Context: an optimization exercise on an open-source flow, tuned for small area. The choices shown serve that exercise and are no tape-out recipe.
Function was checked by simulation only, so behaviour that the tests miss may differ from the original.
The flow treats the clock pin as an ideal source, which a real chip does not have.
Power and IR drop assume default switching activity.

// framestore
module framestore (
            input  wire        clk,
            input  wire        reset,
            input  wire        iq_req,
            output wire        iq_ack,
            input  wire [17:0] iq_address,
            input  wire  [3:0] iq_nbyte,
            input  wire        iq_rnw,
            input  wire [31:0] data_from_iq,
            input  wire        de_req,
            output wire        de_ack,
            input  wire [17:0] de_address,
            input  wire  [3:0] de_nbyte,
            input  wire        de_rnw,
            input  wire [31:0] de_wdata,
            output wire [17:0] fs_address,
            output wire  [1:0] fs_ncs,
            output wire        fs_noe,
            output wire        fs_nwe,
            output wire  [3:0] fs_nbyte_sel,
            input  wire [31:0] fs_rdata,
            output wire [31:0] fs_wdata,
            output wire        frame_over,
            output wire        v_sync_out,
            output wire        h_sync_out,
            output wire  [7:0] pixel_out,
            output wire        v_blank,
            output wire        h_blank
            );
==> flow/config.mk <==
export PLATFORM = sky130hd
export DESIGN_NAME = framestore
export DESIGN_NICKNAME = framestore
export VERILOG_FILES = /design/flow/design.v
export SDC_FILE = /design/flow/constraint.sdc
export NUM_CORES = 4
export LEC_CHECK = 0
export CAP_MARGIN = 0
export CORE_MARGIN = 2
export CORE_UTILIZATION = 55
export PLACE_DENSITY = 0.92
export SLEW_MARGIN = 0
==> flow/constraint.sdc <==
create_clock -name core_clock -period 5.0 [get_ports {clk}]
set_input_delay 1.0000 -clock core_clock [delete_from_list [all_inputs] [get_ports {clk}]]
set_output_delay 1.0000 -clock core_clock [all_outputs]
set_load 0.01 [all_outputs]
standard.sh (not shown) runs the stock make flow with config.mk's settings and CLKGATE_MAP_FILE= SYNTH_SCRIPT=/design/flow/synth_recipe.tcl, a recipe that flattens the netlist after the stock synthesis.
==> flow/flow/run.sh <==
#!/bin/bash
set -euo pipefail
top=${FLOW_TOP:-framestore}
lib=$FLOW_HOME/platforms/sky130hd/lib/sky130_fd_sc_hd__tt_025C_1v80.lib
yosys=$FLOW_HOME/../tools/install/yosys/bin/yosys
res=orfs/results/sky130hd/framestore/base

export BUFFER_PORTS_ARGS="-buffer_cell sky130_fd_sc_hd__buf_1"
# After CTS, any clock buffer whose flip-flops still see a slow edge (by the
# placement estimate) is upsized, for margin on the clock-pin slew limit.
export POST_CTS_TCL=$PWD/flow/post_cts.tcl CTS_ROOT_BUF=sky130_fd_sc_hd__clkbuf_8 CTS_ROOT_SLEW=100 CTS_LEAF_SLEW=0.110
export CTS_ARGS="-sink_clustering_enable -repair_clock_nets -dont_use_dummy_load -buf_list sky130_fd_sc_hd__clkbuf_4 -root_buf sky130_fd_sc_hd__clkbuf_4"

bash standard.sh synth > synth.log 2>&1

cp $res/1_2_yosys.v $res/1_2_yosys.standard.v
# Two passes of four re-mapping runs with different ABC seeds in parallel;
# each pass starts from the smallest netlist so far and keeps the smallest.
remap_pass() {  # pass input
  local pass=$1 in=$2 seed
  for seed in 0 1 2 3; do
    sed -e "s#@SEED@#$((seed + 4 * pass))#" flow/remap.abc.in > remap_${pass}_$seed.abc
    sed -e "s#@LIB@#$lib#g; s#@IN@#$in#; s#@TOP@#$top#; s#@OUT@#$PWD/remapped_${pass}_$seed.v#g; s#@ABC@#$PWD/remap_${pass}_$seed.abc#" \
      flow/remap.ys > remap_run_${pass}_$seed.ys
    $yosys -l remap_${pass}_$seed.log -s remap_run_${pass}_$seed.ys > /dev/null &
  done
  wait
  for seed in 0 1 2 3; do
    if [[ -f remapped_${pass}_$seed.v.after.txt ]]; then
      echo "$(awk '/Chip area/ {print $NF}' remapped_${pass}_$seed.v.after.txt) remapped_${pass}_$seed.v"
    fi
  done | sort -g > remap_pass_$pass.log
  cp $(head -1 remap_pass_$pass.log | awk '{print $2}') remapped_pass_$pass.v
}
remap_pass 0 $res/1_2_yosys.standard.v
remap_pass 1 $PWD/remapped_pass_0.v
cp $(cat remap_pass_0.log remap_pass_1.log | sort -g | head -1 | awk '{print $2}') remapped.v
$yosys -l remap_check.log -p "read_liberty -lib $lib; read_verilog remapped.v; hierarchy -top $top; check -assert -mapped" > /dev/null
cp remapped.v $res/1_2_yosys.v
rm -f $res/1_synth.odb $res/1_synth.sdc

bash standard.sh finish > standard.log 2>&1
==> flow/flow/post_cts.tcl <==
# Resize the clock tree buffers so every flip-flop clock pin stays well
# inside the slew limit after routing: the root first, then any leaf buffer
# whose flip-flops still see a slow edge.
proc sink_slew {inst} {
  set worst 0
  foreach opin [get_pins -of_objects $inst -filter "direction == output"] {
    foreach p [get_pins -of_objects [get_nets -of_objects $opin] -filter "direction == input"] {
      set s [get_property $p slew_max]
      if {$s > $worst} { set worst $s }
    }
  }
  return $worst
}
proc drives_clock_buffer {inst} {
  foreach opin [get_pins -of_objects $inst -filter "direction == output"] {
    foreach p [get_pins -of_objects [get_nets -of_objects $opin] -filter "direction == input"] {
      if {[string match "sky130_fd_sc_hd__clkbuf_*" [get_property [get_cells -of_objects $p] ref_name]]} { return 1 }
    }
  }
  return 0
}
proc clock_buffers {} {
  set l {}
  foreach inst [get_cells *] {
    if {[string match "sky130_fd_sc_hd__clkbuf_*" [get_property $inst ref_name]]} { lappend l $inst }
  }
  return $l
}
estimate_parasitics -placement
set resized 0
foreach inst [clock_buffers] {
  if {[sink_slew $inst] > $::env(CTS_ROOT_SLEW)} {
    puts "clock buffer [get_full_name $inst]: sink slew [format %.3f [sink_slew $inst]] ns, resized to $::env(CTS_ROOT_BUF)"
    replace_cell $inst $::env(CTS_ROOT_BUF)
    incr resized
  }
}
estimate_parasitics -placement
foreach inst [clock_buffers] {
  if {[get_property $inst ref_name] ne "sky130_fd_sc_hd__clkbuf_4"} { continue }
  if {[drives_clock_buffer $inst]} { continue }
  if {[sink_slew $inst] > $::env(CTS_LEAF_SLEW)} {
    puts "clock buffer [get_full_name $inst]: sink slew [format %.3f [sink_slew $inst]] ns, resized to clkbuf_8"
    replace_cell $inst sky130_fd_sc_hd__clkbuf_8
    incr resized
  }
}
if {$resized > 0} {
  detailed_placement
  check_placement -verbose
}
Other scripts of this flow, unchanged in this note and not shown: flow/flow/remap.abc.in, flow/flow/remap.ys
The baseline passed the timing, DRC and antenna checks.
Rerun with:
--- a/flow/config.mk
+++ b/flow/config.mk
@@ -8,5 +8,5 @@
 export CAP_MARGIN = 0
 export CORE_MARGIN = 2
-export CORE_UTILIZATION = 55
-export PLACE_DENSITY = 0.92
+export CORE_UTILIZATION = 40
+export PLACE_DENSITY = 0.85
 export SLEW_MARGIN = 0
Non-clock buffer count goes up by 1.
Via count goes down by 1.7%.
Power goes up by 0.86%.
Design area goes up by 1.3%.
Synthesized cell count is unchanged.
Wire length goes down by 6.8%.
Die area goes up by 36%.
Synthesized area is unchanged.
Rerun with:
==> flow/flow/run.sh (replaced) <==
#!/bin/bash
set -euo pipefail
top=${FLOW_TOP:-framestore}
lib=$FLOW_HOME/platforms/sky130hd/lib/sky130_fd_sc_hd__tt_025C_1v80.lib
yosys=$FLOW_HOME/../tools/install/yosys/bin/yosys
res=orfs/results/sky130hd/framestore/base

export BUFFER_PORTS_ARGS="-buffer_cell sky130_fd_sc_hd__buf_1"
# After CTS, any clock buffer whose flip-flops still see a slow edge (by the
# placement estimate) is upsized, for margin on the clock-pin slew limit.
export POST_CTS_TCL=$PWD/flow/post_cts.tcl CTS_ROOT_BUF=sky130_fd_sc_hd__clkbuf_8 CTS_ROOT_SLEW=100 CTS_LEAF_SLEW=0.110
export CTS_ARGS="-sink_clustering_enable -repair_clock_nets -dont_use_dummy_load -buf_list sky130_fd_sc_hd__clkbuf_4 -root_buf sky130_fd_sc_hd__clkbuf_4"

bash standard.sh synth > synth.log 2>&1

cp $res/1_2_yosys.v $res/1_2_yosys.standard.v
# Four re-mapping runs with different ABC seeds in parallel; keep the smallest.
for seed in 0 1 2 3; do
  sed -e "s#@SEED@#$seed#" flow/remap.abc.in > remap_$seed.abc
  sed -e "s#@LIB@#$lib#g; s#@IN@#$res/1_2_yosys.standard.v#; s#@TOP@#$top#; s#@OUT@#$PWD/remapped_$seed.v#g; s#@ABC@#$PWD/remap_$seed.abc#" \
    flow/remap.ys > remap_run_$seed.ys
  $yosys -l remap_$seed.log -s remap_run_$seed.ys > /dev/null &
done
wait
best=$(for seed in 0 1 2 3; do
  echo "$(awk '/Chip area/ {print $NF}' remapped_$seed.v.after.txt) $seed"
done | sort -g | head -1 | awk '{print $2}')
echo "remap: areas $(cat remapped_?.v.after.txt | awk '/Chip area/ {print $NF}' | tr '\n' ' '), using seed $best" > remap_choice.log
cp remapped_$best.v remapped.v
$yosys -l remap_check.log -p "read_liberty -lib $lib; read_verilog remapped.v; hierarchy -top $top; check -assert -mapped" > /dev/null
cp remapped.v $res/1_2_yosys.v
rm -f $res/1_synth.odb $res/1_synth.sdc

bash standard.sh finish > standard.log 2>&1
--- a/flow/flow/post_cts.tcl
+++ b/flow/flow/post_cts.tcl
@@ -11,12 +11,4 @@
   }
   return $worst
-}
-proc drives_clock_buffer {inst} {
-  foreach opin [get_pins -of_objects $inst -filter "direction == output"] {
-    foreach p [get_pins -of_objects [get_nets -of_objects $opin] -filter "direction == input"] {
-      if {[string match "sky130_fd_sc_hd__clkbuf_*" [get_property [get_cells -of_objects $p] ref_name]]} { return 1 }
-    }
-  }
-  return 0
 }
 proc clock_buffers {} {
@@ -39,5 +31,4 @@
 foreach inst [clock_buffers] {
   if {[get_property $inst ref_name] ne "sky130_fd_sc_hd__clkbuf_4"} { continue }
-  if {[drives_clock_buffer $inst]} { continue }
   if {[sink_slew $inst] > $::env(CTS_LEAF_SLEW)} {
     puts "clock buffer [get_full_name $inst]: sink slew [format %.3f [sink_slew $inst]] ns, resized to clkbuf_8"
What happened: The changed run completed with no timing, DRC or antenna violations; via count is about the same; global-route usage rose by 0.93 points; die area rose by 0.33%; setup slack gains 0.054 ns; flip-flop and latch count stays the same; combinational power rose by about 6%; routed wire length rose by 6.6%; clock skew stays flat.
Rerun with:
==> flow/flow/run.sh (replaced) <==
#!/bin/bash
set -euo pipefail
top=${FLOW_TOP:-framestore}
lib=$FLOW_HOME/platforms/sky130hd/lib/sky130_fd_sc_hd__tt_025C_1v80.lib
yosys=$FLOW_HOME/../tools/install/yosys/bin/yosys
res=orfs/results/sky130hd/framestore/base

export BUFFER_PORTS_ARGS="-buffer_cell sky130_fd_sc_hd__buf_1"
# After CTS, any clock buffer whose flip-flops still see a slow edge (by the
# placement estimate) is upsized, for margin on the clock-pin slew limit.
export POST_CTS_TCL=$PWD/flow/post_cts.tcl CTS_ROOT_BUF=sky130_fd_sc_hd__clkbuf_8 CTS_ROOT_SLEW=100 CTS_LEAF_SLEW=0.110
export CTS_ARGS="-sink_clustering_enable -repair_clock_nets -dont_use_dummy_load -buf_list sky130_fd_sc_hd__clkbuf_4 -root_buf sky130_fd_sc_hd__clkbuf_4"

bash standard.sh synth > synth.log 2>&1

cp $res/1_2_yosys.v $res/1_2_yosys.standard.v
# Two passes of four re-mapping runs with different ABC seeds in parallel;
# each pass starts from the smallest netlist so far and keeps the smallest.
remap_pass() {  # pass input
  local pass=$1 in=$2 seed
  for seed in 0 1 2 3; do
    sed -e "s#@SEED@#$((seed + 4 * pass))#" flow/remap.abc.in > remap_${pass}_$seed.abc
    sed -e "s#@LIB@#$lib#g; s#@IN@#$in#; s#@TOP@#$top#; s#@OUT@#$PWD/remapped_${pass}_$seed.v#g; s#@ABC@#$PWD/remap_${pass}_$seed.abc#" \
      flow/remap.ys > remap_run_${pass}_$seed.ys
    $yosys -l remap_${pass}_$seed.log -s remap_run_${pass}_$seed.ys > /dev/null &
  done
  wait
  for seed in 0 1 2 3; do
    if [[ -f remapped_${pass}_$seed.v.after.txt ]]; then
      echo "$(awk '/Chip area/ {print $NF}' remapped_${pass}_$seed.v.after.txt) remapped_${pass}_$seed.v"
    fi
  done | sort -g > remap_pass_$pass.log
  cp $(head -1 remap_pass_$pass.log | awk '{print $2}') remapped_pass_$pass.v
}
remap_pass 0 $res/1_2_yosys.standard.v
remap_pass 1 $PWD/remapped_pass_0.v
cp $(cat remap_pass_0.log remap_pass_1.log | sort -g | head -1 | awk '{print $2}') remapped.v
$yosys -l remap_check.log -p "read_liberty -lib $lib; read_verilog remapped.v; hierarchy -top $top; check -assert -mapped" > /dev/null
cp remapped.v $res/1_2_yosys.v
rm -f $res/1_synth.odb $res/1_synth.sdc

bash standard.sh finish > standard.log 2>&1
--- a/flow/flow/post_cts.tcl
+++ b/flow/flow/post_cts.tcl
@@ -11,4 +11,12 @@
   }
   return $worst
+}
+proc drives_clock_buffer {inst} {
+  foreach opin [get_pins -of_objects $inst -filter "direction == output"] {
+    foreach p [get_pins -of_objects [get_nets -of_objects $opin] -filter "direction == input"] {
+      if {[string match "sky130_fd_sc_hd__clkbuf_*" [get_property [get_cells -of_objects $p] ref_name]]} { return 1 }
+    }
+  }
+  return 0
 }
 proc clock_buffers {} {
@@ -31,4 +39,5 @@
 foreach inst [clock_buffers] {
   if {[get_property $inst ref_name] ne "sky130_fd_sc_hd__clkbuf_4"} { continue }
+  if {[drives_clock_buffer $inst]} { continue }
   if {[sink_slew $inst] > $::env(CTS_LEAF_SLEW)} {
     puts "clock buffer [get_full_name $inst]: sink slew [format %.3f [sink_slew $inst]] ns, resized to clkbuf_8"
--- a/flow/config.mk
+++ b/flow/config.mk
@@ -8,5 +8,5 @@
 export CAP_MARGIN = 0
 export CORE_MARGIN = 2
-export CORE_UTILIZATION = 40
-export PLACE_DENSITY = 0.85
+export CORE_UTILIZATION = 50
+export PLACE_DENSITY = 0.92
 export SLEW_MARGIN = 0
Result: Wire length decreases by a few percent; setup slack is worse by 0.054 ns; global-route usage increases by 4.1 points; synthesized cell count increases slightly; worst hold slack is about the same; cell area decreases slightly.
